This design comes from an exercise in tuning for a short achievable clock period and few clock cycles on the open sky130 flow, not from production work.
Function was checked by simulation only, so behaviour that the tests miss may differ from the original.
Power figures rest on the tool's default switching activity, not on a simulated workload.

--- design/flow/design.v ---
`timescale 1ns / 1ps
`timescale 1ns / 1ps
module SCPU(
	input wire clk,
	input wire rst,
	output wire inst_ren,
	output wire [31:0] inst_addr,
	input wire [31:0] inst_data,
	output wire mem_ren,
	output wire mem_wen,
	output wire [31:0] mem_addr,
	output wire [31:0] mem_dout,
	input wire [31:0] mem_din
	);
	reg [31:0] pc_o;        
	reg [31:0] pc_i;        
	reg        ren_r;
	reg [31:0] ras;
	reg        x_wen;       
	reg        x_fwd;       
	reg        x_ldw;       
	reg [4:0]  x_rd;
	reg        x_load, x_store, x_sdl;
	reg        x_br, x_beq, x_bpred, x_jreg, x_link;
	reg [31:0] x_alt;       
	reg [31:0] x_pnpc;      
	reg [31:0] x_lnk;       
	reg [31:0] x_a, x_b, x_bv;
	reg [4:0]  x_sh;
	reg [9:0]  x_op;        
	reg        m_load;
	reg [30:0] m_we;        
	reg [4:0]  m_rd;
	reg        m_wen;
	reg [31:0] m_res;
	reg [31:0] maddr_r, mdout_r;
	reg        mwen_r, mren_r;
	reg [31:0] rf [1:31];
	assign inst_addr = pc_o;
	assign inst_ren  = ren_r;
	assign mem_addr  = maddr_r;
	assign mem_dout  = mdout_r;
	assign mem_wen   = mwen_r;
	assign mem_ren   = mren_r;
	wire [31:0] m_val = m_load ? mem_din : m_res;
	wire [31:0] sum, shr;
	wire [32:0] diff;
	wire        mispredict;
	wire [31:0] fix_pc;
	scpu_add32 u_add(.a(x_a), .b(x_b), .s(sum));
	scpu_sub33 u_sub(.a(x_a), .b(x_b), .d(diff));
	scpu_srl32 u_srl(.a(x_b), .sh(x_sh), .o(shr));
	scpu_resolve u_res(.a(x_a), .bv(x_bv), .pnpc(x_pnpc), .alt(x_alt),
		.br(x_br), .beq(x_beq), .bpred(x_bpred), .jreg(x_jreg),
		.mispredict(mispredict), .fix_pc(fix_pc));
	wire        lu_stall, f_link, f_writes, f_lw, f_sw, f_br, f_beq, f_bpred, f_jreg;
	wire        f_useimm, fa, fb, sdl, f_j, f_jr, f_lui;
	wire [4:0]  f_dst;
	wire [9:0]  f_op;
	scpu_dec u_dec(.ins(inst_data), .x_fwd(x_fwd), .x_ldw(x_ldw), .x_rd(x_rd),
		.lu_stall(lu_stall), .link(f_link), .writes(f_writes), .dst(f_dst),
		.lw(f_lw), .sw(f_sw), .br(f_br), .beq(f_beq), .bpred(f_bpred), .jreg(f_jreg),
		.useimm(f_useimm), .op(f_op), .fa(fa), .fb(fb), .sdl(sdl),
		.j(f_j), .jr(f_jr), .lui(f_lui));
	wire f_go = ~mispredict & ~lu_stall;    
	wire [15:0] blo;
	wire        bco;
	scpu_add16 u_badd(.a(pc_i[17:2]), .b(inst_data[15:0]), .s(blo), .co(bco));
	wire [31:0] pc4, jtarget, pnpc, immv, e_alt;
	wire [13:0] bx1, bx0;
	scpu_npc u_npc(.ins(inst_data), .pc(pc_i), .ras(ras), .jr(f_jr), .bpred(f_bpred), .lui(f_lui),
		.pc4(pc4), .jtarget(jtarget), .pnpc(pnpc), .immv(immv), .x1(bx1), .x0(bx0),
		.e_alt(e_alt));
	wire t_alt = ~f_bpred;
	wire so_hold, so_j, so_ras, so_pc4, t_o;
	wire si_hold, si_j, si_ras, si_pc4, t_i;
	scpu_pcctl u_pco(.lu_stall(lu_stall), .j(f_j), .jr(f_jr), .bpred(f_bpred),
		.s_hold(so_hold), .s_j(so_j), .s_ras(so_ras), .s_pc4(so_pc4), .t(t_o));
	scpu_pcctl u_pci(.lu_stall(lu_stall), .j(f_j), .jr(f_jr), .bpred(f_bpred),
		.s_hold(si_hold), .s_j(si_j), .s_ras(si_ras), .s_pc4(si_pc4), .t(t_i));
	wire [31:0] e_o, e_i;
	scpu_npcsel u_eo(.s_hold(so_hold), .s_j(so_j), .s_ras(so_ras), .s_pc4(so_pc4),
		.hold(pc_i), .jt(jtarget), .ras(ras), .pc4(pc4), .e(e_o));
	scpu_npcsel u_ei(.s_hold(si_hold), .s_j(si_j), .s_ras(si_ras), .s_pc4(si_pc4),
		.hold(pc_o), .jt(jtarget), .ras(ras), .pc4(pc4), .e(e_i));
	wire [31:0] pred_o, pred_i, alt;
	scpu_pclate u_lo(.e(e_o), .t(t_o), .c(bco), .x1(bx1), .x0(bx0), .lo(blo), .pc10(pc_i[1:0]), .o(pred_o));
	scpu_pclate u_li(.e(e_i), .t(t_i), .c(bco), .x1(bx1), .x0(bx0), .lo(blo), .pc10(pc_i[1:0]), .o(pred_i));
	scpu_pclate u_la(.e(e_alt), .t(t_alt), .c(bco), .x1(bx1), .x0(bx0), .lo(blo), .pc10(pc_i[1:0]), .o(alt));
	wire [31:0] npc_o, npc_i;
	scpu_pcfin u_fo(.rst(rst), .mispredict(mispredict), .fix(fix_pc), .pred(pred_o), .o(npc_o));
	scpu_pcfin u_fi(.rst(rst), .mispredict(mispredict), .fix(fix_pc), .pred(pred_i), .o(npc_i));
	wire [32*31-1:0] rf_flat;
	genvar g;
	generate
		for (g = 1; g < 32; g = g + 1) begin : rf_out
			assign rf_flat[32*(g-1) +: 32] = rf[g];
		end
	endgenerate
	wire [31:0] ra, rb;
	scpu_rfread u_rd(.rs(inst_data[25:21]), .rt(inst_data[20:16]), .rf(rf_flat), .ra(ra), .rb(rb));
	wire [31:0] e_res;
	wire [3:0]  ss, sd, sl, sh;
	scpu_xearly u_xe(.a(x_a), .b(x_b), .lnk(x_lnk), .op(x_op), .fa(fa), .fb(fb), .useimm(f_useimm),
		.e_res(e_res), .ss(ss), .sd(sd), .sl(sl), .sh(sh));
	wire [3:0] sa, sv;
	wire [4:0] sb;
	scpu_opctl u_oc(.rs(inst_data[25:21]), .rt(inst_data[20:16]), .m_wen(m_wen), .m_rd(m_rd),
		.m_load(m_load), .fa(fa), .fb(fb), .useimm(f_useimm), .sa(sa), .sb(sb), .sv(sv));
	wire [31:0] e_a, e_b, e_bv;
	scpu_opsel u_os(.sa(sa), .sb(sb), .sv(sv), .e_res(e_res), .mem_din(mem_din), .m_res(m_res),
		.ra(ra), .rb(rb), .immv(immv), .e_a(e_a), .e_b(e_b), .e_bv(e_bv));
	wire [31:0] alu, op_a, op_b, op_bv;
	scpu_xlate u_xr(.e(e_res), .ss(ss[0]), .sd(sd[0]), .sl(sl[0]), .sh(sh[0]), .sum(sum), .diff(diff), .shr(shr), .o(alu));
	scpu_xlate u_xa(.e(e_a),   .ss(ss[1]), .sd(sd[1]), .sl(sl[1]), .sh(sh[1]), .sum(sum), .diff(diff), .shr(shr), .o(op_a));
	scpu_xlate u_xb(.e(e_b),   .ss(ss[2]), .sd(sd[2]), .sl(sl[2]), .sh(sh[2]), .sum(sum), .diff(diff), .shr(shr), .o(op_b));
	scpu_xlate u_xv(.e(e_bv),  .ss(ss[3]), .sd(sd[3]), .sl(sl[3]), .sh(sh[3]), .sum(sum), .diff(diff), .shr(shr), .o(op_bv));
	always @(posedge clk) begin
		pc_o <= npc_o;
		pc_i <= npc_i;
	end
	always @(posedge clk) begin
		if (rst) begin
			ren_r <= 1'b0;
			x_wen <= 1'b0;
			x_fwd <= 1'b0;
			x_ldw <= 1'b0;
			x_load <= 1'b0;
			x_store <= 1'b0;
			x_br <= 1'b0;
			x_jreg <= 1'b0;
			x_link <= 1'b0;
		end else begin
			ren_r <= 1'b1;
			x_wen <= f_go & f_writes;
			x_fwd <= f_go & f_writes & ~f_lw;
			x_ldw <= f_go & f_writes & f_lw;
			x_load <= f_go & f_lw;
			x_store <= f_go & f_sw;
			x_br <= f_go & f_br;
			x_jreg <= f_go & f_jreg;
			x_link <= f_go & f_link;
		end
	end
	always @(posedge clk) begin
		if (x_link) ras <= x_lnk;
		x_rd <= f_dst;
		x_sdl <= sdl;
		x_beq <= f_beq;
		x_bpred <= f_bpred;
		x_alt <= alt;
		x_pnpc <= pnpc;
		x_lnk <= pc4;
		x_a <= op_a;
		x_b <= op_b;
		x_bv <= op_bv;
		x_sh <= inst_data[10:6];
		x_op <= f_op;
	end
	integer i;
	always @(posedge clk) begin
		if (rst) begin
			m_load <= 1'b0;
			m_we <= 31'd0;
			m_wen <= 1'b0;
			mwen_r <= 1'b0;
			mren_r <= 1'b0;
		end else begin
			m_load <= x_ldw;    
			m_wen <= x_wen;
			for (i = 1; i < 32; i = i + 1)
				m_we[i-1] <= x_wen & (x_rd == i);
			mwen_r <= x_store;
			mren_r <= x_load;
		end
	end
	always @(posedge clk) begin
		m_rd <= x_rd;
		m_res <= alu;
		maddr_r <= sum;
		mdout_r <= x_sdl ? mem_din : x_bv;
	end
	always @(posedge clk) begin
		for (i = 1; i < 32; i = i + 1)
			if (rst) rf[i] <= 32'd0;
			else if (m_we[i-1]) rf[i] <= m_val;
	end
endmodule
module scpu_pg32(
	input wire [31:0] a,
	input wire [31:0] b,
	output wire [31:0] g,
	output wire [31:0] p
	);
	assign g = a & b;
	assign p = a ^ b;
endmodule
module scpu_pg32n(
	input wire [31:0] a,
	input wire [31:0] b,
	output wire [31:0] g,
	output wire [31:0] p
	);
	assign g = a & ~b;
	assign p = ~(a ^ b);
endmodule
module scpu_add32(
	input wire [31:0] a,
	input wire [31:0] b,
	output wire [31:0] s
	);
	wire [31:0] g, p, G;
	scpu_pg32 u_pg(.a(a), .b(b), .g(g), .p(p));
	ks32_prefix u_px(.g(g), .p(p), .G(G));
	scpu_xor32 u_x(.a(p), .b({G[30:0], 1'b0}), .o(s));
endmodule
module scpu_sub33(
	input wire [31:0] a,
	input wire [31:0] b,
	output wire [32:0] d
	);
	wire [31:0] g, p, G;
	scpu_pg32n u_pg(.a(a), .b(b), .g(g), .p(p));
	ks32_prefix u_px(.g({g[31:1], g[0] | p[0]}), .p(p), .G(G));
	scpu_xor32 u_x(.a(p), .b({G[30:0], 1'b1}), .o(d[31:0]));
	assign d[32] = ~G[31];
endmodule
module scpu_xor32(
	input wire [31:0] a,
	input wire [31:0] b,
	output wire [31:0] o
	);
	assign o = a ^ b;
endmodule
module scpu_srl32(
	input wire [31:0] a,
	input wire [4:0] sh,
	output wire [31:0] o
	);
	assign o = a >> sh;
endmodule
module scpu_xearly(
	input wire [31:0] a,
	input wire [31:0] b,
	input wire [31:0] lnk,
	input wire [9:0] op,
	input wire fa, fb, useimm,
	output wire [31:0] e_res,
	output wire [3:0] ss,
	output wire [3:0] sd,
	output wire [3:0] sl,
	output wire [3:0] sh
	);
	assign e_res =
		({32{op[2]}} & (a & b)) |
		({32{op[3]}} & (a | b)) |
		({32{op[4]}} & (a ^ b)) |
		({32{op[5]}} & ~(a | b)) |
		({32{op[8]}} & b) |
		({32{op[9]}} & lnk);
	wire [3:0] to = {fb, ~useimm & fb, fa, 1'b1};
	assign ss = to & {4{op[0]}};
	assign sd = to & {4{op[1]}};
	assign sl = to & {4{op[6]}};
	assign sh = to & {4{op[7]}};
endmodule
module scpu_opctl(
	input wire [4:0] rs,
	input wire [4:0] rt,
	input wire m_wen,
	input wire [4:0] m_rd,
	input wire m_load,
	input wire fa, fb, useimm,
	output wire [3:0] sa,
	output wire [4:0] sb,
	output wire [3:0] sv
	);
	wire bpa = m_wen & (m_rd == rs);
	wire bpb = m_wen & (m_rd == rt);
	assign sa = {fa, ~fa & bpa & m_load, ~fa & bpa & ~m_load, ~fa & ~bpa};
	assign sv = {fb, ~fb & bpb & m_load, ~fb & bpb & ~m_load, ~fb & ~bpb};
	assign sb = {useimm, sv & {4{~useimm}}};
endmodule
module scpu_opsel(
	input wire [3:0] sa,
	input wire [4:0] sb,
	input wire [3:0] sv,
	input wire [31:0] e_res,
	input wire [31:0] mem_din,
	input wire [31:0] m_res,
	input wire [31:0] ra,
	input wire [31:0] rb,
	input wire [31:0] immv,
	output wire [31:0] e_a,
	output wire [31:0] e_b,
	output wire [31:0] e_bv
	);
	assign e_a  = ({32{sa[3]}} & e_res) | ({32{sa[2]}} & mem_din) | ({32{sa[1]}} & m_res) | ({32{sa[0]}} & ra);
	assign e_bv = ({32{sv[3]}} & e_res) | ({32{sv[2]}} & mem_din) | ({32{sv[1]}} & m_res) | ({32{sv[0]}} & rb);
	assign e_b  = ({32{sb[3]}} & e_res) | ({32{sb[2]}} & mem_din) | ({32{sb[1]}} & m_res) | ({32{sb[0]}} & rb) |
	              ({32{sb[4]}} & immv);
endmodule
module scpu_xlate(
	input wire [31:0] e,
	input wire ss, sd, sl, sh,
	input wire [31:0] sum,
	input wire [32:0] diff,
	input wire [31:0] shr,
	output wire [31:0] o
	);
	assign o = e | ({32{ss}} & sum) | ({32{sd}} & diff[31:0]) | ({32{sh}} & shr) |
	           {31'b0, sl & diff[32]};
endmodule
module scpu_resolve(
	input wire [31:0] a,
	input wire [31:0] bv,
	input wire [31:0] pnpc,
	input wire [31:0] alt,
	input wire br, beq, bpred, jreg,
	output wire mispredict,
	output wire [31:0] fix_pc
	);
	wire eq = (a == bv);
	wire taken = beq ? eq : ~eq;
	assign mispredict = (br & (taken ^ bpred)) | (jreg & (a != pnpc));
	assign fix_pc = jreg ? a : alt;
endmodule
module scpu_dec(
	input wire [31:0] ins,
	input wire x_fwd, x_ldw,
	input wire [4:0] x_rd,
	output wire lu_stall, link, writes,
	output wire [4:0] dst,
	output wire lw, sw, br, beq, bpred, jreg, useimm,
	output wire [9:0] op,
	output wire fa, fb, sdl,
	output wire j, jr, lui
	);
	wire [5:0] opc = ins[31:26];
	wire [5:0] fn = ins[5:0];
	wire [4:0] rs = ins[25:21];
	wire [4:0] rt = ins[20:16];
	wire [4:0] rd = ins[15:11];
	wire rtype  = (opc == 6'h00);
	wire f_j    = (opc == 6'h02);
	wire f_jal  = (opc == 6'h03);
	wire f_beq  = (opc == 6'h04);
	wire f_bne  = (opc == 6'h05);
	wire f_jr   = rtype & (fn == 6'h08);
	wire f_jalr = rtype & (fn == 6'h09);
	wire f_add  = rtype & (fn == 6'h20);
	wire f_sub  = rtype & (fn == 6'h22);
	wire f_and  = rtype & (fn == 6'h24);
	wire f_or   = rtype & (fn == 6'h25);
	wire f_nor  = rtype & (fn == 6'h27);
	wire f_xor  = rtype & (fn == 6'h16);
	wire f_slt  = rtype & (fn == 6'h2A);
	wire f_srl  = rtype & (fn == 6'h02);
	wire f_addi = (opc == 6'h08) | (opc == 6'h09);
	wire f_slti = (opc == 6'h0A);
	wire f_andi = (opc == 6'h0C);
	wire f_ori  = (opc == 6'h0D);
	wire f_xori = (opc == 6'h0E);
	wire f_lui  = (opc == 6'h0F);
	wire f_lw   = (opc == 6'h23);
	wire f_sw   = (opc == 6'h2B);
	wire f_ralu = f_add | f_sub | f_and | f_or | f_nor | f_xor | f_slt | f_srl;
	wire f_ialu = f_addi | f_slti | f_andi | f_ori | f_xori | f_lui;
	assign link = f_jal | f_jalr;
	assign dst = link ? 5'd31 : f_ralu ? rd : rt;
	assign writes = (f_ralu | f_ialu | f_lw | link) & (dst != 5'd0);
	assign useimm = ~rtype;
	assign br = (f_beq | f_bne) & (ins[15:0] != 16'd0);
	assign bpred = (f_beq | f_bne) & ((rs == rt) ? f_beq : (f_bne | ins[15]));
	assign beq = f_beq;
	assign lw = f_lw;
	assign sw = f_sw;
	assign jreg = f_jr | f_jalr;
	assign j = f_j | f_jal;
	assign jr = f_jr;
	assign lui = f_lui;
	assign op = {link, f_lui, f_srl, f_slt | f_slti, f_nor, f_xor | f_xori,
	             f_or | f_ori, f_and | f_andi, f_sub, f_add | f_addi | f_lw | f_sw};
	assign lu_stall = x_ldw & ((x_rd == rs) | ((x_rd == rt) & ~f_sw));
	assign fa = x_fwd & (x_rd == rs);
	assign fb = x_fwd & (x_rd == rt);
	assign sdl = x_ldw & (x_rd == rt);
endmodule
module scpu_add16(
	input wire [15:0] a,
	input wire [15:0] b,
	output wire [15:0] s,
	output wire co
	);
	wire [15:0] g = a & b;
	wire [15:0] p = a ^ b;
	wire [15:0] G;
	ks16_prefix u_px(.g({g[15:1], g[0] | p[0]}), .p(p), .G(G));
	assign s = p ^ {G[14:0], 1'b1};
	assign co = G[15];
endmodule
module scpu_npc(
	input wire [31:0] ins,
	input wire [31:0] pc,
	input wire [31:0] ras,
	input wire jr, bpred, lui,
	output wire [31:0] pc4,
	output wire [31:0] jtarget,
	output wire [31:0] pnpc,
	output wire [31:0] immv,
	output wire [13:0] x1,
	output wire [13:0] x0,
	output wire [31:0] e_alt
	);
	wire [13:0] h = pc[31:18];
	wire s = ins[15];
	assign x1 = s ? h : h + 14'd1;
	assign x0 = s ? h - 14'd1 : h;
	assign pc4 = pc + 32'd4;
	assign jtarget = {pc4[31:28], ins[25:0], 2'b00};
	assign e_alt = bpred ? pc4 : 32'd0;
	assign pnpc = jr ? ras : pc4;
	assign immv = lui ? {ins[15:0], 16'd0} : {{16{ins[15]}}, ins[15:0]};
endmodule
module scpu_pcctl(
	input wire lu_stall, j, jr, bpred,
	output wire s_hold, s_j, s_ras, s_pc4, t
	);
	assign s_hold = lu_stall;
	assign s_j    = ~lu_stall & j;
	assign s_ras  = ~lu_stall & ~j & jr;
	assign t      = ~lu_stall & ~j & ~jr & bpred;
	assign s_pc4  = ~lu_stall & ~j & ~jr & ~bpred;
endmodule
module scpu_npcsel(
	input wire s_hold, s_j, s_ras, s_pc4,
	input wire [31:0] hold,
	input wire [31:0] jt,
	input wire [31:0] ras,
	input wire [31:0] pc4,
	output wire [31:0] e
	);
	assign e = ({32{s_hold}} & hold) | ({32{s_j}} & jt) | ({32{s_ras}} & ras) | ({32{s_pc4}} & pc4);
endmodule
module scpu_pclate(
	input wire [31:0] e,
	input wire t, c,
	input wire [13:0] x1,
	input wire [13:0] x0,
	input wire [15:0] lo,
	input wire [1:0] pc10,
	output wire [31:0] o
	);
	assign o = e | ({32{t}} & {c ? x1 : x0, lo, pc10});
endmodule
module scpu_pcfin(
	input wire rst, mispredict,
	input wire [31:0] fix,
	input wire [31:0] pred,
	output wire [31:0] o
	);
	wire s_fix = ~rst & mispredict;
	wire s_pred = ~rst & ~mispredict;
	assign o = ({32{s_fix}} & fix) | ({32{s_pred}} & pred);
endmodule
module scpu_rfread(
	input wire [4:0] rs,
	input wire [4:0] rt,
	input wire [32*31-1:0] rf,
	output wire [31:0] ra,
	output wire [31:0] rb
	);
	wire [32*32-1:0] regs = {rf, 32'd0};
	assign ra = regs[32*rs +: 32];
	assign rb = regs[32*rt +: 32];
endmodule
module ks32_l1(
	input wire [31:0] g,
	input wire [31:0] p,
	output wire [31:1] go,
	output wire [31:1] po
	);
	assign go = g[31:1] | (p[31:1] & g[30:0]);
	assign po = p[31:1] & p[30:0];
endmodule
module ks32_l2(
	input wire [31:0] g,
	input wire [31:0] p,
	output wire [31:2] go,
	output wire [31:2] po
	);
	assign go = g[31:2] | (p[31:2] & g[29:0]);
	assign po = p[31:2] & p[29:0];
endmodule
module ks32_l4(
	input wire [31:0] g,
	input wire [31:0] p,
	output wire [31:4] go,
	output wire [31:4] po
	);
	assign go = g[31:4] | (p[31:4] & g[27:0]);
	assign po = p[31:4] & p[27:0];
endmodule
module ks32_l8(
	input wire [31:0] g,
	input wire [31:0] p,
	output wire [31:8] go,
	output wire [31:8] po
	);
	assign go = g[31:8] | (p[31:8] & g[23:0]);
	assign po = p[31:8] & p[23:0];
endmodule
module ks32_l16(
	input wire [31:0] g,
	input wire [31:0] p,
	output wire [31:16] go,
	output wire [31:16] po
	);
	assign go = g[31:16] | (p[31:16] & g[15:0]);
	assign po = p[31:16] & p[15:0];
endmodule
module ks32_prefix(
	input wire [31:0] g,
	input wire [31:0] p,
	output wire [31:0] G
	);
	wire [31:0] g1, p1;
	ks32_l1 u1(.g(g), .p(p), .go(g1[31:1]), .po(p1[31:1]));
	assign g1[0:0] = g[0:0];
	assign p1[0:0] = p[0:0];
	wire [31:0] g2, p2;
	ks32_l2 u2(.g(g1), .p(p1), .go(g2[31:2]), .po(p2[31:2]));
	assign g2[1:0] = g1[1:0];
	assign p2[1:0] = p1[1:0];
	wire [31:0] g3, p3;
	ks32_l4 u3(.g(g2), .p(p2), .go(g3[31:4]), .po(p3[31:4]));
	assign g3[3:0] = g2[3:0];
	assign p3[3:0] = p2[3:0];
	wire [31:0] g4, p4;
	ks32_l8 u4(.g(g3), .p(p3), .go(g4[31:8]), .po(p4[31:8]));
	assign g4[7:0] = g3[7:0];
	assign p4[7:0] = p3[7:0];
	wire [31:0] g5, p5;
	ks32_l16 u5(.g(g4), .p(p4), .go(g5[31:16]), .po(p5[31:16]));
	assign g5[15:0] = g4[15:0];
	assign p5[15:0] = p4[15:0];
	assign G = g5;
endmodule
module ks16_l1(
	input wire [15:0] g,
	input wire [15:0] p,
	output wire [15:1] go,
	output wire [15:1] po
	);
	assign go = g[15:1] | (p[15:1] & g[14:0]);
	assign po = p[15:1] & p[14:0];
endmodule
module ks16_l2(
	input wire [15:0] g,
	input wire [15:0] p,
	output wire [15:2] go,
	output wire [15:2] po
	);
	assign go = g[15:2] | (p[15:2] & g[13:0]);
	assign po = p[15:2] & p[13:0];
endmodule
module ks16_l4(
	input wire [15:0] g,
	input wire [15:0] p,
	output wire [15:4] go,
	output wire [15:4] po
	);
	assign go = g[15:4] | (p[15:4] & g[11:0]);
	assign po = p[15:4] & p[11:0];
endmodule
module ks16_l8(
	input wire [15:0] g,
	input wire [15:0] p,
	output wire [15:8] go,
	output wire [15:8] po
	);
	assign go = g[15:8] | (p[15:8] & g[7:0]);
	assign po = p[15:8] & p[7:0];
endmodule
module ks16_prefix(
	input wire [15:0] g,
	input wire [15:0] p,
	output wire [15:0] G
	);
	wire [15:0] g1, p1;
	ks16_l1 u1(.g(g), .p(p), .go(g1[15:1]), .po(p1[15:1]));
	assign g1[0:0] = g[0:0];
	assign p1[0:0] = p[0:0];
	wire [15:0] g2, p2;
	ks16_l2 u2(.g(g1), .p(p1), .go(g2[15:2]), .po(p2[15:2]));
	assign g2[1:0] = g1[1:0];
	assign p2[1:0] = p1[1:0];
	wire [15:0] g3, p3;
	ks16_l4 u3(.g(g2), .p(p2), .go(g3[15:4]), .po(p3[15:4]));
	assign g3[3:0] = g2[3:0];
	assign p3[3:0] = p2[3:0];
	wire [15:0] g4, p4;
	ks16_l8 u4(.g(g3), .p(p3), .go(g4[15:8]), .po(p4[15:8]));
	assign g4[7:0] = g3[7:0];
	assign p4[7:0] = p3[7:0];
	assign G = g4;
endmodule
--- design/flow/run.sh ---
#!/bin/bash
# synth_recipe.tcl (not shown) runs the flow's synth.tcl, then flattens the netlist and writes it again
# the make line also repeats each setting of config.mk as NAME=value (left out here)
make -C /OpenROAD-flow-scripts/flow DESIGN_CONFIG=/design/flow/config.mk WORK_HOME=/design/flow/orfs CLKGATE_MAP_FILE= SYNTH_SCRIPT=/design/flow/synth_recipe.tcl finish
--- design/flow/constraint.sdc ---
create_clock -name core_clock -period 7.0 [get_ports {clk}]
set_input_delay 1.4000 -clock core_clock [delete_from_list [all_inputs] [get_ports {clk}]]
set_output_delay 1.4000 -clock core_clock [all_outputs]
set_load 0.01 [all_outputs]
--- design/flow/config.mk ---
export PLATFORM = sky130hd
export DESIGN_NAME = SCPU
export DESIGN_NICKNAME = SCPU
export VERILOG_FILES = /design/flow/design.v
export SDC_FILE = /design/flow/constraint.sdc
export NUM_CORES = 4
export LEC_CHECK = 0
export CAP_MARGIN = 20
export CORE_MARGIN = 2
export CORE_UTILIZATION = 60
export PLACE_DENSITY = 0.68
export SETUP_SLACK_MARGIN = 4.3
export SLEW_MARGIN = 20
export SYNTH_HIERARCHICAL = 1
export SYNTH_MINIMUM_KEEP_SIZE = 0
==> results of run 1 <==
[worst max path at each step]
| stage | start | end | slack (ns) | cells after the start |
|---|---|---|---|---|
| 2_1_floorplan | inst_data[21] | x_a[0]$_DFF_P_ | 3.51 | 10 |
| 3_3_place_gp | inst_data[3] | pc_o[31]$_DFF_P_ | 1.93 | 10 |
| 3_5_place_dp | inst_data[3] | pc_i[31]$_DFF_P_ | 1.94 | 10 |
| 4_1_cts | inst_data[21] | x_a[4]$_DFF_P_ | 3.98 | 11 |
| 5_1_grt | inst_data[16] | x_b[1]$_DFF_P_ | 3.85 | 14 |
| 6_report | inst_data[16] | x_b[20]$_DFF_P_ | 3.82 | 13 |
[worst reg2reg max path: stages, from the launching register on]
cell and delay, ns:
dfxtp_2 0.52, ha_2 0.39, and3_1 0.31, nand4_1 0.24, o21ai_0 0.42, nand2_1 0.24, a22oi_2 0.19, nand2_1 0.07
a21o_1 0.16, mux2i_1 0.12, nor2_1 0.05
[power breakdown]
group	leakage, nW	internal (mW)	switching, mW
clock	2.65	5.10	3.77
combinational	24.3	0.978	1.54
sequential	11.9	8.37	0.177
[final cells by class]
cell class                      count  area, sq um  area share
Antenna cell                       11         27.5    0.000277
Tap cell                         1781         2230      0.0224
Timing Repair Buffer              692         9770      0.0984
Sequential cell                  1448        29700       0.299
Clock inverter                     58          920     0.00926
Inverter                          131          541     0.00544
Clock buffer                      227         4500      0.0453
Multi-Input combinational cell   5980        51600       0.520
[metal layers]
layer  vias up  share of wire  GRT usage
li1      31500              -          -
met1     37700           0.34      0.630
met2      7250           0.40      0.730
met3      2230           0.15      0.194
met4        10           0.11      0.425
met5         -        0.00052          0
[placed cells by master (no fill, tap or decap), types with 33 or more instances in the layout]
cell and count:
a211oi_1 1006, a21o_1 380, a21oi_1 102, a21oi_2 57, a222oi_1 36, a22o_1 135
a22oi_1 342, a22oi_2 138, and2_1 245, buf_12 95, buf_16 103, buf_2 55
buf_4 241, buf_6 104, clkbuf_1 39, clkbuf_16 172, dfxtp_1 1258, dfxtp_2 76
dfxtp_4 82, ha_1 112, inv_1 118, mux2_2 173, mux2_4 70, mux2i_1 152
mux4_2 486, nand2_1 452, nand4_1 45, nor2_1 1140, nor3_1 41, o22ai_1 39
xor2_1 119, xor2_4 33
[timing repair]
| item | in CTS | in global routing |
|---|---|---|
| setup buffers | 168 | 91 |
| gates resized for setup | 1304 | 371 |
| pin swaps | 193 | 180 |
| endpoints found under the setup margin | 401 | 280 |
| cloned | 116 | 20 |
==> summary.md, run 1 <==
| Metric | Value |
|---|---|
| DIE AREA | 0.139 sq mm |
| Tmin final | 3.18 ns |
| Non-Filler Instances | 10300 |
| Run status | complete, no violations |
| Min-delay worst type | flop to flop |
| CP most frequent cell | buf_12 |
| Largest net degree at the start of global routing | 228 |
| GRT overflow | 0 |
| Worst path cell trace | buf_16 -> buf_12 -> buf_12 -> buf_16 -> buf_12 -> mux4_2 -> nand2_2 -> and3_4 -> o31ai_4 -> a222oi_1 -> nand2_1 -> a21oi_1 -> nand2_1 |
| Clk sinks | 1448 |
| PwrDens | 201 mW/mm^2 |
| Wirelength per Cell | 36.7 um |
| Most flops, register | rf |
| Filler cell count | 9346 |
| NumNets Final | 8622 |
| Setup TNS | 0 ns |
| Crit path capture type | flop |
| RSZ-0062 raised after global routing | true |
| First-pass GRT wire length | 527000 um |
| CP top delay family | compound AO/OA/AOI/OAI gates |
| Layout cells sized above 1 | 0.282 |
| Design Area, Final | 0.0993 sq mm |
| Warnings from Yosys | 8 |
| Port bufs | 164 |
| CP bufs+invs | 5 |
| CTS tree | done |
| Worst path arrival time | 3.91 ns |
| Synth Cell Area | 0.0816 sq mm |
| Hold Path End | ras[21]$_DFFE_PP_ |
| CP startpoint kind | primary input |
| Starting Density | 0.603 |
| Post-Syn Instances | 8418 |
| Worst flop-to-flop path endpoint | pc_i[24]$_DFF_P_ |
| Final Hold Vio Count | 0 |
| Slowest CP cell | mux4_2 |
| Max clock buf depth | 3 |
| Worst Hold Path Cells | 0 |
| Drt total wl | 379000 um |
| Leakage power figure | 38.8 nW |
| Tcrit/Tclk final | 0.454 |
| I/O pins | 165 |
| Die height | 373 um |
| Critical path type | primary input to flop |
| Slew Limit Headroom | 0.0946 |
| Clk slew on worst S/H paths | 0.06 ns |
| ANT nets after route | 0 |
| Worst Reg2Reg Path Length in Cells | 10 |
| Max reg flops | 992 |
| Reg2Reg Setup Slack | 4.16 ns |
| Placed Area | 0.0834 sq mm |
| Dpl ws | 1.94 ns |
| Min-Delay Startpoint | x_lnk[21]$_DFF_P_ |
| Residual DRC count | 0 |
| Max Transition Viols Final | 0 |
| Area grow syn2layout | 21.6% |
| Post-DP HPWL | 204000 um |
| Global Route Usage Sum | 0.518 |
| Via count | 78800 |
| GPL Wtd Cong | 1.08 |
| Max Fclk | 315 MHz |
| Vias per cell | 7.63 |
| Synthesized area per cell | 9.70 sq um |
| Row cnt | 135 |
| Worst-path maximum fanout | 5 |
| Hold buffers post-CTS | 0 |
| Final setup margin | 3.82 ns |
| Initial antenna violation count | 13 |
| Worst path max stage delay | 0.50 ns |
| Final Skew | 0.0356 ns |
| DRT iter0 DRCs | 14200 |
| Measured slew at the worst slew-check pin | 1.35 ns |
| CTS buffer count | 156 |
| Worst-Skew Late Latency | 0.87 ns |
| Number of global-route vias before repair | 73700 |
| DRT Pass-1 Iters | 9 |
| Clock root buffer | clkbuf_16 |
| Final number of setup-violating endpoints | 0 |
| Worst hold slack | 0.434 ns |
| Horiz. Die Dim | 373 um |
| CORE AREA | 0.135 sq mm |
| Reg2reg start | pc_i[2]$_DFF_P_ |
| Critical Path RT | 7.74 ns |
| Total power | 19.9 mW |
| Maximum vdd ir drop | 289 uV |
| Max Cap Violations | 0 |
| H-Tree Depth | 4 |
| Core Util, Final | 0.734 |
| Cell count after placement | 9629 |
Testbench counts, summed over its fixed seeds: cycles 47,365.
==> inputs of run 2 (changes only) <==
--- a/design/flow/config.mk
+++ b/design/flow/config.mk
@@ -8,8 +8,8 @@
 export CAP_MARGIN = 20
 export CORE_MARGIN = 2
-export CORE_UTILIZATION = 60
-export PLACE_DENSITY = 0.68
-export SETUP_SLACK_MARGIN = 4.3
+export CORE_UTILIZATION = 50
+export SETUP_SLACK_MARGIN = 4.0
 export SLEW_MARGIN = 20
 export SYNTH_HIERARCHICAL = 1
 export SYNTH_MINIMUM_KEEP_SIZE = 0
+export TNS_END_PERCENT = 10
==> run 2 against run 1 <==
Still clean on timing, DRC and antenna. Via count shrank 5.9%. Sequential share of layout area grew 1.0 points. Sequential power is essentially flat. Die area grew 20%. Count of clock-buffer cells in the layout grew 9. Register-to-register slack lost 0.41 ns. Non-clock buffer count shrank 97. Sequential cell count is the same. First-iteration DRC count shrank 21%. Clock skew grew 0.015 ns. Global-route usage shrank 10 points. Critical path type unchanged. Highest routed layer unchanged.
==> summary.md, run 2 <==
| Metric | Value |
|---|---|
| Post-DP HPWL | 217000 um (+6.5%) |
| DIE AREA | 0.167 sq mm (+20%) |
| Via count | 74100 (-5.9%) |
| H-Tree Depth | 4 (unchanged) |
| Horiz. Die Dim | 408 um (+9.4%) |
| Clk sinks | 1448 (unchanged) |
| RSZ-0062 raised after global routing | true |
| Commonest cells after routing, fill and taps aside | dfxtp_1 (1348), nor2_1 (1141), a211oi_1 (1029), mux4_2 (486), nand2_1 (482) |
| Most flops, register | rf |
| Filler cell count | 14000 (+50%) |
| Wirelength per Cell | 35.2 um (-4.3%) |
| Crit path capture type | flop |
| I/O pins | 165 (unchanged) |
| Synthesized area per cell | 9.70 sq um (unchanged) |
| Initial antenna violation count | 24 (+11) |
| Synth Cell Area | 0.0816 sq mm (unchanged) |
| Most common cell after layout, fill and taps aside | dfxtp_1 |
| Warnings from Yosys | 8 (unchanged) |
| Worst flop-to-flop path endpoint | x_b[10]$_DFF_P_ |
| Number of global-route vias before repair | 68200 (-7.5%) |
| Critical Path RT | 7.75 ns (about the same) |
| Die height | 408 um (+9.4%) |
| PwrDens | 207 mW/mm^2 (+3.2%) |
| Setup TNS | 0 ns (unchanged) |
| Max Cap Violations | 0 (unchanged) |
| Measured slew at the worst slew-check pin | 1.28 ns (-0.0734 ns) |
| Worst-Skew Late Latency | 0.87 ns (about the same) |
| DRT iter0 DRCs | 11200 (-21%) |
| Drt total wl | 374000 um (-1.5%) |
| Final number of setup-violating endpoints | 0 (unchanged) |
| Worst-path maximum fanout | 32 (+27) |
| Worst path cell trace | buf_16 -> buf_12 -> nor2_4 -> buf_6 -> a22o_1 -> o21ai_2 -> o31ai_4 -> a222oi_1 -> buf_4 -> nand2_1 -> a21oi_1 -> nand2_1 |
| Min-delay worst type | flop to flop |
| Max Transition Viols Final | 0 (unchanged) |
| Residual DRC count | 0 (unchanged) |
| Storage cell area | 0.0295 sq mm (-0.79%) |
| Max reg flops | 992 (unchanged) |
| Total power | 19.7 mW (-1.0%) |
| CP startpoint kind | primary input |
| Vias per cell | 6.98 (-8.5%) |
| Reg2Reg Setup Slack | 3.75 ns (-0.41 ns) |
| Tcrit/Tclk final | 0.465 (+0.0113) |
| DRT Pass-1 Iters | 13 (+4) |
| Post-Syn Instances | 8418 (unchanged) |
| CTS tree | done |
| Worst path max stage delay | 0.53 ns (+0.03 ns) |
| Multi-input gate area | 0.0493 sq mm (-4.5%) |
| Slowest CP cell | a222oi_1 |
| NumNets Final | 8522 (-1.2%) |
| Clock root buffer | clkbuf_16 |
| CORE AREA | 0.162 sq mm (+20%) |
| Run status | complete, no violations |
| Critical path type | primary input to flop |
| Worst Hold Path Cells | 1 (+1) |
| GRT overflow | 0 (unchanged) |
| Reg2reg start | x_a[9]$_DFF_P_ |
| Largest net degree at the start of global routing | 213 (-6.6%) |
| Slew Limit Headroom | 0.144 (+0.0491) |
| Worst Reg2Reg Path Length in Cells | 8 (-2) |
| Global Route Usage Sum | 0.415 (-0.103) |
| Maximum vdd ir drop | 281 uV (-2.5%) |
| CTS buffer count | 162 (+3.8%) |
| Hold Path End | mren_r$_SDFF_PP0_ |
| Final Skew | 0.0505 ns (+0.0149 ns) |
| First-pass GRT wire length | 506000 um (-4.0%) |
| Worst path arrival time | 4.01 ns (+0.10 ns) |
| Max Fclk | 307 MHz (-2.4%) |
| ANT nets after route | 0 (unchanged) |
| Port bufs | 164 (unchanged) |
| Starting Density | 0.503 (-0.101) |
| Final Hold Vio Count | 0 (unchanged) |
| Min-Delay Startpoint | x_load$_SDFF_PP0_ |
| Layout cells sized above 1 | 0.212 (-0.0694) |
| Leakage power figure | 37.4 nW (-3.8%) |
| Max clock buf depth | 3 (unchanged) |
| Clk slew on worst S/H paths | 0.06 ns (about the same) |
| CP bufs+invs | 4 (-1) |
| Area grow syn2layout | 16.6% |
| GPL Wtd Cong | 1.05 (-2.2%) |
| CP top delay family | compound AO/OA/AOI/OAI gates |
| Row cnt | 148 (+9.6%) |
| CP most frequent cell | nand2_1 |
| Tmin final | 3.26 ns (+0.0789 ns) |
run 2: metrics by stage:
step	cell area, sq um	setup WS (ns)	cells	hold WS (ns)	util
2_1_floorplan	82100	3.51	8419	0.392	-
3_3_place_gp	83800	1.81	10100	0.432	0.516
3_5_place_dp	84000	1.75	10100	0.440	0.517
4_1_cts	92200	3.73	10500	0.458	0.568
5_1_grt	95100	3.75	10600	0.473	0.586
6_report	95200	3.74	10600	0.456	0.586
run 2: worst max path at each step:
stage | startpoint | depth (start not counted) | endpoint | slack (ns)
2_1_floorplan | inst_data[21] | 10 | x_a[0]$_DFF_P_ | 3.51
6_report | inst_data[18] | 12 | x_b[31]$_DFF_P_ | 3.74
5_1_grt | pc_o[1]$_DFF_P_ | 1 | inst_addr[1] | 3.75
3_5_place_dp | inst_data[28] | 12 | pc_i[5]$_DFF_P_ | 1.75
4_1_cts | inst_data[21] | 9 | x_a[7]$_DFF_P_ | 3.73
3_3_place_gp | inst_data[28] | 12 | pc_i[14]$_DFF_P_ | 1.81
run 2: worst reg2reg max path: cells and delay by family (launching register included):
kind            cells  cell delay, ns
simple gates        1            0.10
fa+ha+maj           1            0.46
flops               1            0.65
xor+xnor            1            0.98
compound gates      5            1.00
run 2: routing by layer:
metal	global-route usage	routed length, um	part of all wire	up-vias
met5	0	190	0.00051	-
li1	-	-	-	31300
met3	0.0940	43200	0.12	1265
met1	0.539	141000	0.38	36500
met2	0.620	160000	0.43	5063
met4	0.268	29200	0.078	2
run 2: layout make-up:
type	count	area share
antenna	10	0.000263
multi-input combinational	5971	0.518
timing repair buffer	595	0.0815
tap	2175	0.0286
clock buffer	236	0.0496
inverter	131	0.00534
clock inverter	59	0.00732
sequential	1448	0.310
run 2: what timing repair did:
action / in CTS / in global routing
resized for setup: 297 / 217
buffers inserted: 91 / 69
pin swaps: 46 / 49
endpoints found under the setup margin: 383 / 334
gates cloned: 35 / 54
hold buffers: 0 / 0
run 2: where the power goes:
group | internal, mW | total, mW | leakage, nW | switching [mW]
combinational | 0.860 | 2.32 | 22.9 | 1.46
clock | 5.04 | 8.85 | 2.67 | 3.81
sequential | 8.38 | 8.56 | 11.8 | 0.174
total | 14.3 | 19.7 | 37.4 | 5.44
==> inputs of run 3 (changes only) <==
--- a/design/flow/design.v
+++ b/design/flow/design.v
@@ -51,7 +51,9 @@
 	scpu_sub33 u_sub(.a(x_a), .b(x_b), .d(diff));
 	scpu_srl32 u_srl(.a(x_b), .sh(x_sh), .o(shr));
-	scpu_resolve u_res(.a(x_a), .bv(x_bv), .pnpc(x_pnpc), .alt(x_alt),
-		.br(x_br), .beq(x_beq), .bpred(x_bpred), .jreg(x_jreg),
-		.mispredict(mispredict), .fix_pc(fix_pc));
+	wire eq, jeq;
+	scpu_resolve u_res(.a(x_a), .bv(x_bv), .pnpc(x_pnpc), .alt(x_alt), .jreg(x_jreg),
+		.eq(eq), .jeq(jeq), .fix_pc(fix_pc));
+	scpu_mis u_mis(.eq(eq), .jeq(jeq), .br(x_br), .beq(x_beq), .bpred(x_bpred), .jreg(x_jreg),
+		.mispredict(mispredict));
 	wire        lu_stall, f_link, f_writes, f_lw, f_sw, f_br, f_beq, f_bpred, f_jreg;
 	wire        f_useimm, fa, fb, sdl, f_j, f_jr, f_lui;
@@ -73,22 +75,18 @@
 		.e_alt(e_alt));
 	wire t_alt = ~f_bpred;
-	wire so_hold, so_j, so_ras, so_pc4, t_o;
-	wire si_hold, si_j, si_ras, si_pc4, t_i;
-	scpu_pcctl u_pco(.lu_stall(lu_stall), .j(f_j), .jr(f_jr), .bpred(f_bpred),
-		.s_hold(so_hold), .s_j(so_j), .s_ras(so_ras), .s_pc4(so_pc4), .t(t_o));
-	scpu_pcctl u_pci(.lu_stall(lu_stall), .j(f_j), .jr(f_jr), .bpred(f_bpred),
-		.s_hold(si_hold), .s_j(si_j), .s_ras(si_ras), .s_pc4(si_pc4), .t(t_i));
+	wire s_j, s_ras, s_pc4, t_p;
+	scpu_pcctl u_pcc(.j(f_j), .jr(f_jr), .bpred(f_bpred), .s_j(s_j), .s_ras(s_ras), .s_pc4(s_pc4), .t(t_p));
 	wire [31:0] e_o, e_i;
-	scpu_npcsel u_eo(.s_hold(so_hold), .s_j(so_j), .s_ras(so_ras), .s_pc4(so_pc4),
-		.hold(pc_i), .jt(jtarget), .ras(ras), .pc4(pc4), .e(e_o));
-	scpu_npcsel u_ei(.s_hold(si_hold), .s_j(si_j), .s_ras(si_ras), .s_pc4(si_pc4),
-		.hold(pc_o), .jt(jtarget), .ras(ras), .pc4(pc4), .e(e_i));
+	scpu_npcsel u_eo(.s_j(s_j), .s_ras(s_ras), .s_pc4(s_pc4), .jt(jtarget), .ras(ras), .pc4(pc4), .e(e_o));
+	scpu_npcsel u_ei(.s_j(s_j), .s_ras(s_ras), .s_pc4(s_pc4), .jt(jtarget), .ras(ras), .pc4(pc4), .e(e_i));
 	wire [31:0] pred_o, pred_i, alt;
-	scpu_pclate u_lo(.e(e_o), .t(t_o), .c(bco), .x1(bx1), .x0(bx0), .lo(blo), .pc10(pc_i[1:0]), .o(pred_o));
-	scpu_pclate u_li(.e(e_i), .t(t_i), .c(bco), .x1(bx1), .x0(bx0), .lo(blo), .pc10(pc_i[1:0]), .o(pred_i));
+	scpu_pclate u_lo(.e(e_o), .t(t_p), .c(bco), .x1(bx1), .x0(bx0), .lo(blo), .pc10(pc_i[1:0]), .o(pred_o));
+	scpu_pclate u_li(.e(e_i), .t(t_p), .c(bco), .x1(bx1), .x0(bx0), .lo(blo), .pc10(pc_i[1:0]), .o(pred_i));
 	scpu_pclate u_la(.e(e_alt), .t(t_alt), .c(bco), .x1(bx1), .x0(bx0), .lo(blo), .pc10(pc_i[1:0]), .o(alt));
 	wire [31:0] npc_o, npc_i;
-	scpu_pcfin u_fo(.rst(rst), .mispredict(mispredict), .fix(fix_pc), .pred(pred_o), .o(npc_o));
-	scpu_pcfin u_fi(.rst(rst), .mispredict(mispredict), .fix(fix_pc), .pred(pred_i), .o(npc_i));
+	scpu_pcfin u_fo(.rst(rst), .eq(eq), .jeq(jeq), .br(x_br), .beq(x_beq), .bpred(x_bpred), .jreg(x_jreg),
+		.lu_stall(lu_stall), .fix(fix_pc), .hold(pc_i), .pred(pred_o), .o(npc_o));
+	scpu_pcfin u_fi(.rst(rst), .eq(eq), .jeq(jeq), .br(x_br), .beq(x_beq), .bpred(x_bpred), .jreg(x_jreg),
+		.lu_stall(lu_stall), .fix(fix_pc), .hold(pc_o), .pred(pred_i), .o(npc_i));
 	wire [32*31-1:0] rf_flat;
 	genvar g;
@@ -99,5 +97,9 @@
 	endgenerate
 	wire [31:0] ra, rb;
-	scpu_rfread u_rd(.rs(inst_data[25:21]), .rt(inst_data[20:16]), .rf(rf_flat), .ra(ra), .rb(rb));
+	wire [31:1] rsel_a, rsel_b;
+	scpu_rfdec u_da(.r(inst_data[25:21]), .sel(rsel_a));
+	scpu_rfdec u_db(.r(inst_data[20:16]), .sel(rsel_b));
+	scpu_rfsel u_ra(.sel(rsel_a), .rf(rf_flat), .o(ra));
+	scpu_rfsel u_rb(.sel(rsel_b), .rf(rf_flat), .o(rb));
 	wire [31:0] e_res;
 	wire [3:0]  ss, sd, sl, sh;
@@ -317,13 +319,20 @@
 	input wire [31:0] pnpc,
 	input wire [31:0] alt,
-	input wire br, beq, bpred, jreg,
-	output wire mispredict,
+	input wire jreg,
+	output wire eq,
+	output wire jeq,
 	output wire [31:0] fix_pc
 	);
-	wire eq = (a == bv);
-	wire taken = beq ? eq : ~eq;
-	assign mispredict = (br & (taken ^ bpred)) | (jreg & (a != pnpc));
+	assign eq = (a == bv);
+	assign jeq = (a == pnpc);
 	assign fix_pc = jreg ? a : alt;
 endmodule
+module scpu_mis(
+	input wire eq, jeq, br, beq, bpred, jreg,
+	output wire mispredict
+	);
+	wire taken = beq ? eq : ~eq;
+	assign mispredict = (br & (taken ^ bpred)) | (jreg & ~jeq);
+endmodule
 module scpu_dec(
 	input wire [31:0] ins,
@@ -424,16 +433,14 @@
 endmodule
 module scpu_pcctl(
-	input wire lu_stall, j, jr, bpred,
-	output wire s_hold, s_j, s_ras, s_pc4, t
+	input wire j, jr, bpred,
+	output wire s_j, s_ras, s_pc4, t
 	);
-	assign s_hold = lu_stall;
-	assign s_j    = ~lu_stall & j;
-	assign s_ras  = ~lu_stall & ~j & jr;
-	assign t      = ~lu_stall & ~j & ~jr & bpred;
-	assign s_pc4  = ~lu_stall & ~j & ~jr & ~bpred;
+	assign s_j   = j;
+	assign s_ras = ~j & jr;
+	assign t     = ~j & ~jr & bpred;
+	assign s_pc4 = ~j & ~jr & ~bpred;
 endmodule
 module scpu_npcsel(
-	input wire s_hold, s_j, s_ras, s_pc4,
-	input wire [31:0] hold,
+	input wire s_j, s_ras, s_pc4,
 	input wire [31:0] jt,
 	input wire [31:0] ras,
@@ -441,5 +448,5 @@
 	output wire [31:0] e
 	);
-	assign e = ({32{s_hold}} & hold) | ({32{s_j}} & jt) | ({32{s_ras}} & ras) | ({32{s_pc4}} & pc4);
+	assign e = ({32{s_j}} & jt) | ({32{s_ras}} & ras) | ({32{s_pc4}} & pc4);
 endmodule
 module scpu_pclate(
@@ -455,23 +462,44 @@
 endmodule
 module scpu_pcfin(
-	input wire rst, mispredict,
+	input wire rst,
+	input wire eq, jeq, br, beq, bpred, jreg,
+	input wire lu_stall,
 	input wire [31:0] fix,
+	input wire [31:0] hold,
 	input wire [31:0] pred,
 	output wire [31:0] o
 	);
-	wire s_fix = ~rst & mispredict;
-	wire s_pred = ~rst & ~mispredict;
-	assign o = ({32{s_fix}} & fix) | ({32{s_pred}} & pred);
+	wire mispredict;
+	scpu_mis u_mis(.eq(eq), .jeq(jeq), .br(br), .beq(beq), .bpred(bpred), .jreg(jreg),
+		.mispredict(mispredict));
+	wire s_fix  = ~rst & mispredict;
+	wire s_hold = ~rst & ~mispredict & lu_stall;
+	wire s_pred = ~rst & ~mispredict & ~lu_stall;
+	assign o = ({32{s_fix}} & fix) | ({32{s_hold}} & hold) | ({32{s_pred}} & pred);
+endmodule
+module scpu_rfdec(
+	input wire [4:0] r,
+	output wire [31:1] sel
+	);
+	genvar k;
+	generate
+		for (k = 1; k < 32; k = k + 1) begin : d
+			assign sel[k] = (r == k);
+		end
+	endgenerate
 endmodule
-module scpu_rfread(
-	input wire [4:0] rs,
-	input wire [4:0] rt,
+module scpu_rfsel(
+	input wire [31:1] sel,
 	input wire [32*31-1:0] rf,
-	output wire [31:0] ra,
-	output wire [31:0] rb
+	output wire [31:0] o
 	);
-	wire [32*32-1:0] regs = {rf, 32'd0};
-	assign ra = regs[32*rs +: 32];
-	assign rb = regs[32*rt +: 32];
+	integer k;
+	reg [31:0] acc;
+	always @(*) begin
+		acc = 32'd0;
+		for (k = 1; k < 32; k = k + 1)
+			acc = acc | ({32{sel[k]}} & rf[32*(k-1) +: 32]);
+	end
+	assign o = acc;
 endmodule
 module ks32_l1(
--- a/design/flow/config.mk
+++ b/design/flow/config.mk
@@ -9,7 +9,6 @@
 export CORE_MARGIN = 2
 export CORE_UTILIZATION = 50
-export SETUP_SLACK_MARGIN = 4.0
+export SETUP_SLACK_MARGIN = 4.3
 export SLEW_MARGIN = 20
 export SYNTH_HIERARCHICAL = 1
 export SYNTH_MINIMUM_KEEP_SIZE = 0
-export TNS_END_PERCENT = 10
==> run 3 against run 2 <==
Utilization rose by 3.7 points. Critical path depth is the same. Still clean on timing, DRC and antenna. Synthesized cell count up 3.5%. Die area fell by 5.5%. Synthesized area decreased by 5.5%. Count of clock-buffer cells in the layout decreased by 1. Combinational power shrank 16%. Setup slack worse by 0.20 ns.
==> summary.md, run 3 <==
| Metric | Value |
|---|---|
| Run status | complete, no violations |
| Synthesized area per cell | 8.85 sq um (-8.8%) |
| Largest net degree at the start of global routing | 169 (-21%) |
| Max reg flops | 992 (unchanged) |
| Worst hold slack | 0.438 ns (-0.0183 ns) |
| Most flops, register | rf |
| CORE AREA | 0.154 sq mm (-5.4%) |
| Worst Reg2Reg Path Length in Cells | 11 (+3) |
| Critical path type | primary input to flop |
| Measured slew at the worst slew-check pin | 1.21 ns (-0.0740 ns) |
| Worst flop-to-flop path endpoint | pc_o[30]$_DFF_P_ |
| Via count | 80400 (+8.4%) |
| Worst-Skew Late Latency | 0.85 ns (-0.02 ns) |
| Post-Syn Instances | 8716 (+3.5%) |
| Post-DP HPWL | 234000 um (+7.6%) |
| Starting Density | 0.502 (-0.000834) |
| Warnings from Yosys | 9 (+1) |
| Clock root buffer | clkbuf_16 |
| Reg2Reg Setup Slack | 3.87 ns (+0.12 ns) |
| Wirelength per Cell | 36.1 um (+2.8%) |
| CTS buffer count | 159 (-1.9%) |
| H-Tree Depth | 4 (unchanged) |
| Initial antenna violation count | 13 (-46%) |
| Horiz. Die Dim | 397 um (-2.8%) |
| Leakage power figure | 37.6 nW (+0.66%) |
| Critical Path RT | 7.67 ns (-0.08 ns) |
| Clk slew on worst S/H paths | 0.06 ns (about the same) |
| DIE AREA | 0.157 sq mm (-5.5%) |
| First-pass GRT wire length | 550000 um (+8.8%) |
| CTS tree | done |
| Commonest cells after routing, fill and taps aside | dfxtp_1 (1272), a211oi_1 (1060), nor2_1 (1048), a22oi_1 (980), a21o_1 (387) |
| Placed Area | 0.0798 sq mm (-5.0%) |
| PwrDens | 202 mW/mm^2 (-2.8%) |
| GRT overflow | 0 (unchanged) |
| Hold buffers post-CTS | 0 (unchanged) |
| Max Cap Violations | 0 (unchanged) |
| Min-delay worst type | flop to flop |
| Tmin final | 3.46 ns (+0.201 ns) |
| NumNets Final | 9104 (+6.8%) |
| Area grow syn2layout | 24.1% |
| Final Hold Vio Count | 0 (unchanged) |
| Maximum vdd ir drop | 281 uV (-0.18%) |
| Vias per cell | 7.26 (+4.1%) |
| Setup TNS | 0 ns (unchanged) |
| RSZ-0062 raised after global routing | true |
| Crit path capture type | flop |
| Number of global-route vias before repair | 73100 (+7.1%) |
| Max Transition Viols Final | 0 (unchanged) |
| ANT nets after route | 0 (unchanged) |
| Hold Path End | mren_r$_SDFF_PP0_ |
| Final Skew | 0.0576 ns (+0.00712 ns) |
| DRT iter0 DRCs | 14300 (+28%) |
| Die height | 397 um (-2.8%) |
| Worst Hold Path Cells | 1 (unchanged) |
| Row cnt | 144 (-2.7%) |
| Global Route Usage Sum | 0.479 (+0.0641) |
| Most common cell after layout, fill and taps aside | dfxtp_1 |
| I/O pins | 165 (unchanged) |
| Min-Delay Startpoint | x_load$_SDFF_PP0_ |
| Worst-path maximum fanout | 8 (-75%) |
| Synth Cell Area | 0.0771 sq mm (-5.5%) |
| Reg2reg start | pc_i[2]$_DFF_P_ |
| Worst path arrival time | 4.13 ns (+0.12 ns) |
| Slew Limit Headroom | 0.193 (+0.0492) |
| Max Fclk | 289 MHz (-5.8%) |
| CP startpoint kind | primary input |
| Drt total wl | 400000 um (+7.1%) |
| Max clock buf depth | 3 (unchanged) |
| Design Area, Final | 0.0957 sq mm (+0.58%) |
| Port bufs | 164 (unchanged) |
| Residual DRC count | 0 (unchanged) |
| GPL Wtd Cong | 1.03 (-2.1%) |
| DRT Pass-1 Iters | 13 (unchanged) |
| Final number of setup-violating endpoints | 0 (unchanged) |
| Clk sinks | 1448 (unchanged) |
| Layout cells sized above 1 | 0.234 (+0.0213) |
| Tcrit/Tclk final | 0.494 (+0.0287) |
-- run 3: layout make-up --
cell class              instances  area, sq um
repair buffers                837         9730
diodes                          6         15.0
fillers                     12900        58000
flip-flops and latches       1448        29600
inverters                     197          768
well taps                    2044         2560
multi-input cells            6248        47600
clock inverters                53          741
clock buffers                 235         4670
-- run 3: critical path, cell delays in order --
cell	delay, ns
buf_16	0.11
nand3b_1	0.20
buf_12	0.15
nor2_4	0.09
buf_4	0.16
a22oi_2	0.41
nand4_1	0.29
or4_4	0.61
a222oi_1	0.36
nand2_1	0.11
a21oi_1	0.14
nand2_1	0.08
-- run 3: where the power goes --
group          switching (mW)  total [mW]  internal (mW)
registers               0.162        8.53           8.37
clock network            3.80        8.80           5.00
logic                    1.24        1.96          0.721
total                    5.21        19.3           14.1
-- run 3: worst max path at each step --
stage / startpoint / end / cells past startpoint
after floorplan: inst_data[31] / pc_o[7]$_DFF_P_ / 11
after global placement: inst_data[20] / x_b[27]$_DFF_P_ / 11
after detailed placement: inst_data[20] / x_b[27]$_DFF_P_ / 11
after CTS: inst_data[17] / x_b[5]$_DFF_P_ / 12
after global routing: inst_data[17] / pc_i[30]$_DFF_P_ / 17
final: inst_data[17] / x_b[15]$_DFF_P_ / 12
-- run 3: metal layers --
layer / vias up / wire length, um / GRT usage
li1: 33400 / - / -
met4: 10 / 44400 / 0.398
met1: 38300 / 142000 / 0.585
met2: 6612 / 163000 / 0.690
met5: - / 103 / 0
met3: 1972 / 51000 / 0.145
-- run 3: repair_timing --
item                        CTS  global route
setup buffers               272           129
resized for setup          1494           271
setup endpoints to repair   888           596
pin swaps                   392           286
gates cloned                 94            17
-- run 3: stage by stage --
step | power [mW] | utilization | setup WS [ns] | std cells
final | 19.3 | 0.623 | 3.54 | 11100
after global routing | 19.7 | 0.623 | 3.60 | 11100
after CTS | 19.1 | 0.604 | 3.77 | 10900
after detailed placement | 10.1 | 0.519 | 1.60 | 10300
after global placement | 10.1 | 0.518 | 1.63 | 10300
after floorplan | 9.49 | - | 3.41 | 8717
Testbench counts of run 3, summed over its fixed seeds: cycles 47,365.
==> inputs of run 4 (changes only) <==
--- a/design/flow/design.v
+++ b/design/flow/design.v
@@ -85,8 +85,15 @@
 	scpu_pclate u_la(.e(e_alt), .t(t_alt), .c(bco), .x1(bx1), .x0(bx0), .lo(blo), .pc10(pc_i[1:0]), .o(alt));
 	wire [31:0] npc_o, npc_i;
-	scpu_pcfin u_fo(.rst(rst), .eq(eq), .jeq(jeq), .br(x_br), .beq(x_beq), .bpred(x_bpred), .jreg(x_jreg),
-		.lu_stall(lu_stall), .fix(fix_pc), .hold(pc_i), .pred(pred_o), .o(npc_o));
-	scpu_pcfin u_fi(.rst(rst), .eq(eq), .jeq(jeq), .br(x_br), .beq(x_beq), .bpred(x_bpred), .jreg(x_jreg),
-		.lu_stall(lu_stall), .fix(fix_pc), .hold(pc_o), .pred(pred_i), .o(npc_i));
+	genvar q;
+	generate
+		for (q = 0; q < 4; q = q + 1) begin : fin
+			scpu_pcfin u_fo(.rst(rst), .eq(eq), .jeq(jeq), .br(x_br), .beq(x_beq), .bpred(x_bpred), .jreg(x_jreg),
+				.lu_stall(lu_stall), .fix(fix_pc[8*q +: 8]), .hold(pc_i[8*q +: 8]), .pred(pred_o[8*q +: 8]),
+				.o(npc_o[8*q +: 8]));
+			scpu_pcfin u_fi(.rst(rst), .eq(eq), .jeq(jeq), .br(x_br), .beq(x_beq), .bpred(x_bpred), .jreg(x_jreg),
+				.lu_stall(lu_stall), .fix(fix_pc[8*q +: 8]), .hold(pc_o[8*q +: 8]), .pred(pred_i[8*q +: 8]),
+				.o(npc_i[8*q +: 8]));
+		end
+	endgenerate
 	wire [32*31-1:0] rf_flat;
 	genvar g;
@@ -97,9 +104,5 @@
 	endgenerate
 	wire [31:0] ra, rb;
-	wire [31:1] rsel_a, rsel_b;
-	scpu_rfdec u_da(.r(inst_data[25:21]), .sel(rsel_a));
-	scpu_rfdec u_db(.r(inst_data[20:16]), .sel(rsel_b));
-	scpu_rfsel u_ra(.sel(rsel_a), .rf(rf_flat), .o(ra));
-	scpu_rfsel u_rb(.sel(rsel_b), .rf(rf_flat), .o(rb));
+	scpu_rfread u_rd(.rs(inst_data[25:21]), .rt(inst_data[20:16]), .rf(rf_flat), .ra(ra), .rb(rb));
 	wire [31:0] e_res;
 	wire [3:0]  ss, sd, sl, sh;
@@ -426,5 +429,6 @@
 	assign x1 = s ? h : h + 14'd1;
 	assign x0 = s ? h - 14'd1 : h;
-	assign pc4 = pc + 32'd4;
+	scpu_inc30 u_inc(.a(pc[31:2]), .o(pc4[31:2]));
+	assign pc4[1:0] = pc[1:0];
 	assign jtarget = {pc4[31:28], ins[25:0], 2'b00};
 	assign e_alt = bpred ? pc4 : 32'd0;
@@ -432,4 +436,10 @@
 	assign immv = lui ? {ins[15:0], 16'd0} : {{16{ins[15]}}, ins[15:0]};
 endmodule
+module scpu_inc30(
+	input wire [29:0] a,
+	output wire [29:0] o
+	);
+	assign o = a + 30'd1;
+endmodule
 module scpu_pcctl(
 	input wire j, jr, bpred,
@@ -465,8 +475,8 @@
 	input wire eq, jeq, br, beq, bpred, jreg,
 	input wire lu_stall,
-	input wire [31:0] fix,
-	input wire [31:0] hold,
-	input wire [31:0] pred,
-	output wire [31:0] o
+	input wire [7:0] fix,
+	input wire [7:0] hold,
+	input wire [7:0] pred,
+	output wire [7:0] o
 	);
 	wire mispredict;
@@ -476,30 +486,16 @@
 	wire s_hold = ~rst & ~mispredict & lu_stall;
 	wire s_pred = ~rst & ~mispredict & ~lu_stall;
-	assign o = ({32{s_fix}} & fix) | ({32{s_hold}} & hold) | ({32{s_pred}} & pred);
+	assign o = ({8{s_fix}} & fix) | ({8{s_hold}} & hold) | ({8{s_pred}} & pred);
 endmodule
-module scpu_rfdec(
-	input wire [4:0] r,
-	output wire [31:1] sel
-	);
-	genvar k;
-	generate
-		for (k = 1; k < 32; k = k + 1) begin : d
-			assign sel[k] = (r == k);
-		end
-	endgenerate
-endmodule
-module scpu_rfsel(
-	input wire [31:1] sel,
+module scpu_rfread(
+	input wire [4:0] rs,
+	input wire [4:0] rt,
 	input wire [32*31-1:0] rf,
-	output wire [31:0] o
+	output wire [31:0] ra,
+	output wire [31:0] rb
 	);
-	integer k;
-	reg [31:0] acc;
-	always @(*) begin
-		acc = 32'd0;
-		for (k = 1; k < 32; k = k + 1)
-			acc = acc | ({32{sel[k]}} & rf[32*(k-1) +: 32]);
-	end
-	assign o = acc;
+	wire [32*32-1:0] regs = {rf, 32'd0};
+	assign ra = regs[32*rs +: 32];
+	assign rb = regs[32*rt +: 32];
 endmodule
 module ks32_l1(
==> run 4 against run 3 <==
Synthesized area rose by 6.3%. Count of clock-buffer cells in the layout increased by 4. Utilization rose by 0.17 points. Sequential power is 0.5% higher. Worst hold slack gained 0.0042 ns. Register-to-register slack improved by 0.09 ns. Power rose by 4.7%. Sequential cell count is the same. Critical path type unchanged. Largest cell class unchanged.
==> summary.md, run 4 <==
| Metric | Value |
|---|---|
| Run status | complete, no violations |
| Worst-Skew Late Latency | 0.87 ns (+0.02 ns) |
| Crit path from | inst_data[28] |
| CP startpoint kind | primary input |
| DIE AREA | 0.167 sq mm (+6.2%) |
| Final number of setup-violating endpoints | 0 (unchanged) |
| Setup TNS | 0 ns (unchanged) |
| Post-Syn Instances | 8309 (-4.7%) |
| Number of global-route vias before repair | 70000 (-4.2%) |
| Area grow syn2layout | 24.0% (about the same) |
| Most common cell after layout, fill and taps aside | dfxtp_1 |
| DRT iter0 DRCs | 11500 (-20%) |
| Vias per cell | 7.02 (-3.3%) |
| Tcrit/Tclk final | 0.459 (-0.0347) |
| Final Skew | 0.0498 ns (-0.00780 ns) |
| Non-Filler Instances | 10700 (-3.0%) |
| Reg2reg start | pc_i[2]$_DFF_P_ |
| Post-DP HPWL | 209000 um (-10%) |
| Port bufs | 164 (unchanged) |
| Max reg flops | 992 (unchanged) |
| Maximum vdd ir drop | 285 uV (+1.3%) |
| CTS tree | done |
| Slew Limit Headroom | 0.105 (-0.0881) |
| Clk sinks | 1448 (unchanged) |
| CP most frequent cell | buf_4 |
| Worst hold slack | 0.442 ns (+0.00422 ns) |
| Design Area, Final | 0.102 sq mm (+6.2%) |
| GPL Wtd Cong | 1.01 (-1.8%) |
| Global Route Usage Sum | 0.438 (-0.0406) |
| Die height | 409 um (+3.1%) |
| I/O pins | 165 (unchanged) |
| Synth Cell Area | 0.0820 sq mm (+6.3%) |
| Most flops, register | rf |
| CORE AREA | 0.163 sq mm (+5.9%) |
| Commonest cells after routing, fill and taps aside | dfxtp_1 (1260), a211oi_1 (1067), nor2_1 (1038), mux4_2 (503), nand2_1 (382) |
| RSZ-0062 raised after global routing | true |
| GRT overflow | 0 (unchanged) |
| Dpl ws | 1.94 ns (+0.335 ns) |
| Core Util, Final | 0.625 (+0.00171) |
| Final setup margin | 3.79 ns (+0.243 ns) |
| CTS buffer count | 163 (+2.5%) |
| Synthesized area per cell | 9.87 sq um (+11%) |
| Via count | 75400 (-6.2%) |
| Warnings from Yosys | 8 (-1) |
| DRT Pass-1 Iters | 17 (+4) |
| Min-delay worst type | flop to flop |
| Critical path type | primary input to flop |
| Filler cell count | 13200 (+2.2%) |
| Max Cap Violations | 0 (unchanged) |
| Max Transition Viols Final | 0 (unchanged) |
| Crit path capture type | flop |
| Residual DRC count | 0 (unchanged) |
| Starting Density | 0.504 (+0.00177) |
| ANT nets after route | 0 (unchanged) |
| Tmin final | 3.21 ns (-0.243 ns) |
| Max clock buf depth | 3 (unchanged) |
| Drt total wl | 383000 um (-4.3%) |
| Clock root buffer | clkbuf_16 |
| Wirelength per Cell | 35.7 um (-1.3%) |
| Critical Path RT | 7.67 ns (about the same) |
| Horiz. Die Dim | 409 um (+3.1%) |
| Initial antenna violation count | 17 (+4) |
| Final Hold Vio Count | 0 (unchanged) |
| Worst path max stage delay | 0.57 ns (-0.04 ns) |
| First-pass GRT wire length | 530000 um (-3.7%) |
| Clk slew on worst S/H paths | 0.06 ns (about the same) |
| PwrDens | 199 mW/mm^2 (-1.5%) |
| Row cnt | 148 (+2.8%) |
| Largest net degree at the start of global routing | 216 (+28%) |
| Worst path cell trace | buf_8 -> or4_4 -> buf_4 -> nor2_4 -> buf_4 -> nor3_4 -> buf_6 -> buf_6 -> buf_16 -> buf_4 -> a222oi_1 -> inv_1 -> a21o_1 -> mux2i_1 -> a211oi_1 |
| Measured slew at the worst slew-check pin | 1.34 ns (+0.134 ns) |
| Leakage power figure | 39.9 nW (+6.0%) |
| Min-Delay Startpoint | x_store$_SDFF_PP0_ |
| Worst path arrival time | 3.88 ns (-0.25 ns) |
| Layout cells sized above 1 | 0.289 (+0.0555) |
| Total power | 20.2 mW (+4.7%) |
| Max Fclk | 311 MHz (+7.6%) |
| H-Tree Depth | 4 (unchanged) |
| Cell count after placement | 9944 (-3.0%) |
| Worst-path maximum fanout | 5 (-3) |
| Hold buffers post-CTS | 0 (unchanged) |
| Slowest CP cell | or4_4 |
| Placed Area | 0.0843 sq mm (+5.7%) |
| NumNets Final | 8628 (-5.2%) |
## run 4: critical path, delay by kind of cell
family / cells / cell delay (ns)
buffers and inverters: 8 / 1.07
muxes: 1 / 0.12
AOI/OAI and AO/OA: 3 / 0.51
and+or+nand+nor: 3 / 0.78
## run 4: cell type report
class                   count  area (sq um)  area share
multi-input cells        5820         51500       0.507
flip-flops and latches   1448         29700       0.292
repair buffers            773         11400       0.112
clock buffers             239          4810      0.0473
well taps                2175          2720      0.0268
inverters                 209           815     0.00801
clock inverters            56           713     0.00702
diodes                     11          27.5    0.000271
## run 4: routing by layer
layer,routed length (um),global-route usage,vias up
met5,57,0.00575,-
met4,37400,0.339,8
met3,45000,0.130,1654
met2,163000,0.647,5408
met1,137000,0.535,36800
li1,-,-,31500
## run 4: worst paths after layout
kind / to / slack (ns) / cells past startpoint
hold / removal: mwen_r$_SDFF_PP0_ / 0.44 / 1
hold reg to reg: mwen_r$_SDFF_PP0_ / 0.44 / 1
setup / recovery: pc_i[16]$_DFF_P_ / 3.79 / 15
setup reg to reg: pc_i[22]$_DFF_P_ / 3.96 / 12
## run 4: power by group
| part | total (mW) | switching [mW] | internal [mW] |
|---|---|---|---|
| Sequential | 8.57 | 0.183 | 8.38 |
| Clock | 9.02 | 3.73 | 5.28 |
| Combinational | 2.61 | 1.54 | 1.06 |
| Total | 20.2 | 5.46 | 14.7 |
## run 4: timing repair
| item | 4_1_cts | 5_1_grt |
|---|---|---|
| pin swaps | 219 | 228 |
| setup buffers | 216 | 102 |
| setup endpoints to repair | 523 | 389 |
| resized for setup | 1310 | 358 |
| cloned | 134 | 23 |
Testbench counts of run 4, summed over its fixed seeds: cycles 47,365.

## what the ideal ports hide
The results above use ideal ports. As a check the final layouts listed here were re-extracted and re-timed, cells and wires unchanged. Step 1: set_driving_cell puts a clkbuf_16 on clk and a buf_2 on each other input, an assumption about the parent block. Step 2, shift: input delay + t, output delay - t, t = (earliest + latest rising clock arrival at the registers) / 2. This alone moves slack from input paths to output paths. a / b / c = ideal ports / drivers / drivers and shift; a / b = the first two.
| run | t, ns | setup slack, ns |
|---|---|---|
| run 1 | 0.928 | 3.822 / 3.382 / 2.454 |
| run 2 | 0.939 | 3.743 / 3.362 / 2.423 |
| run 3 | 0.903 | 3.542 / 3.535 / 2.633 |
| run 4 | 0.923 | 3.785 / 3.435 / 2.512 |
After both steps setup and hold are still met in every run listed.
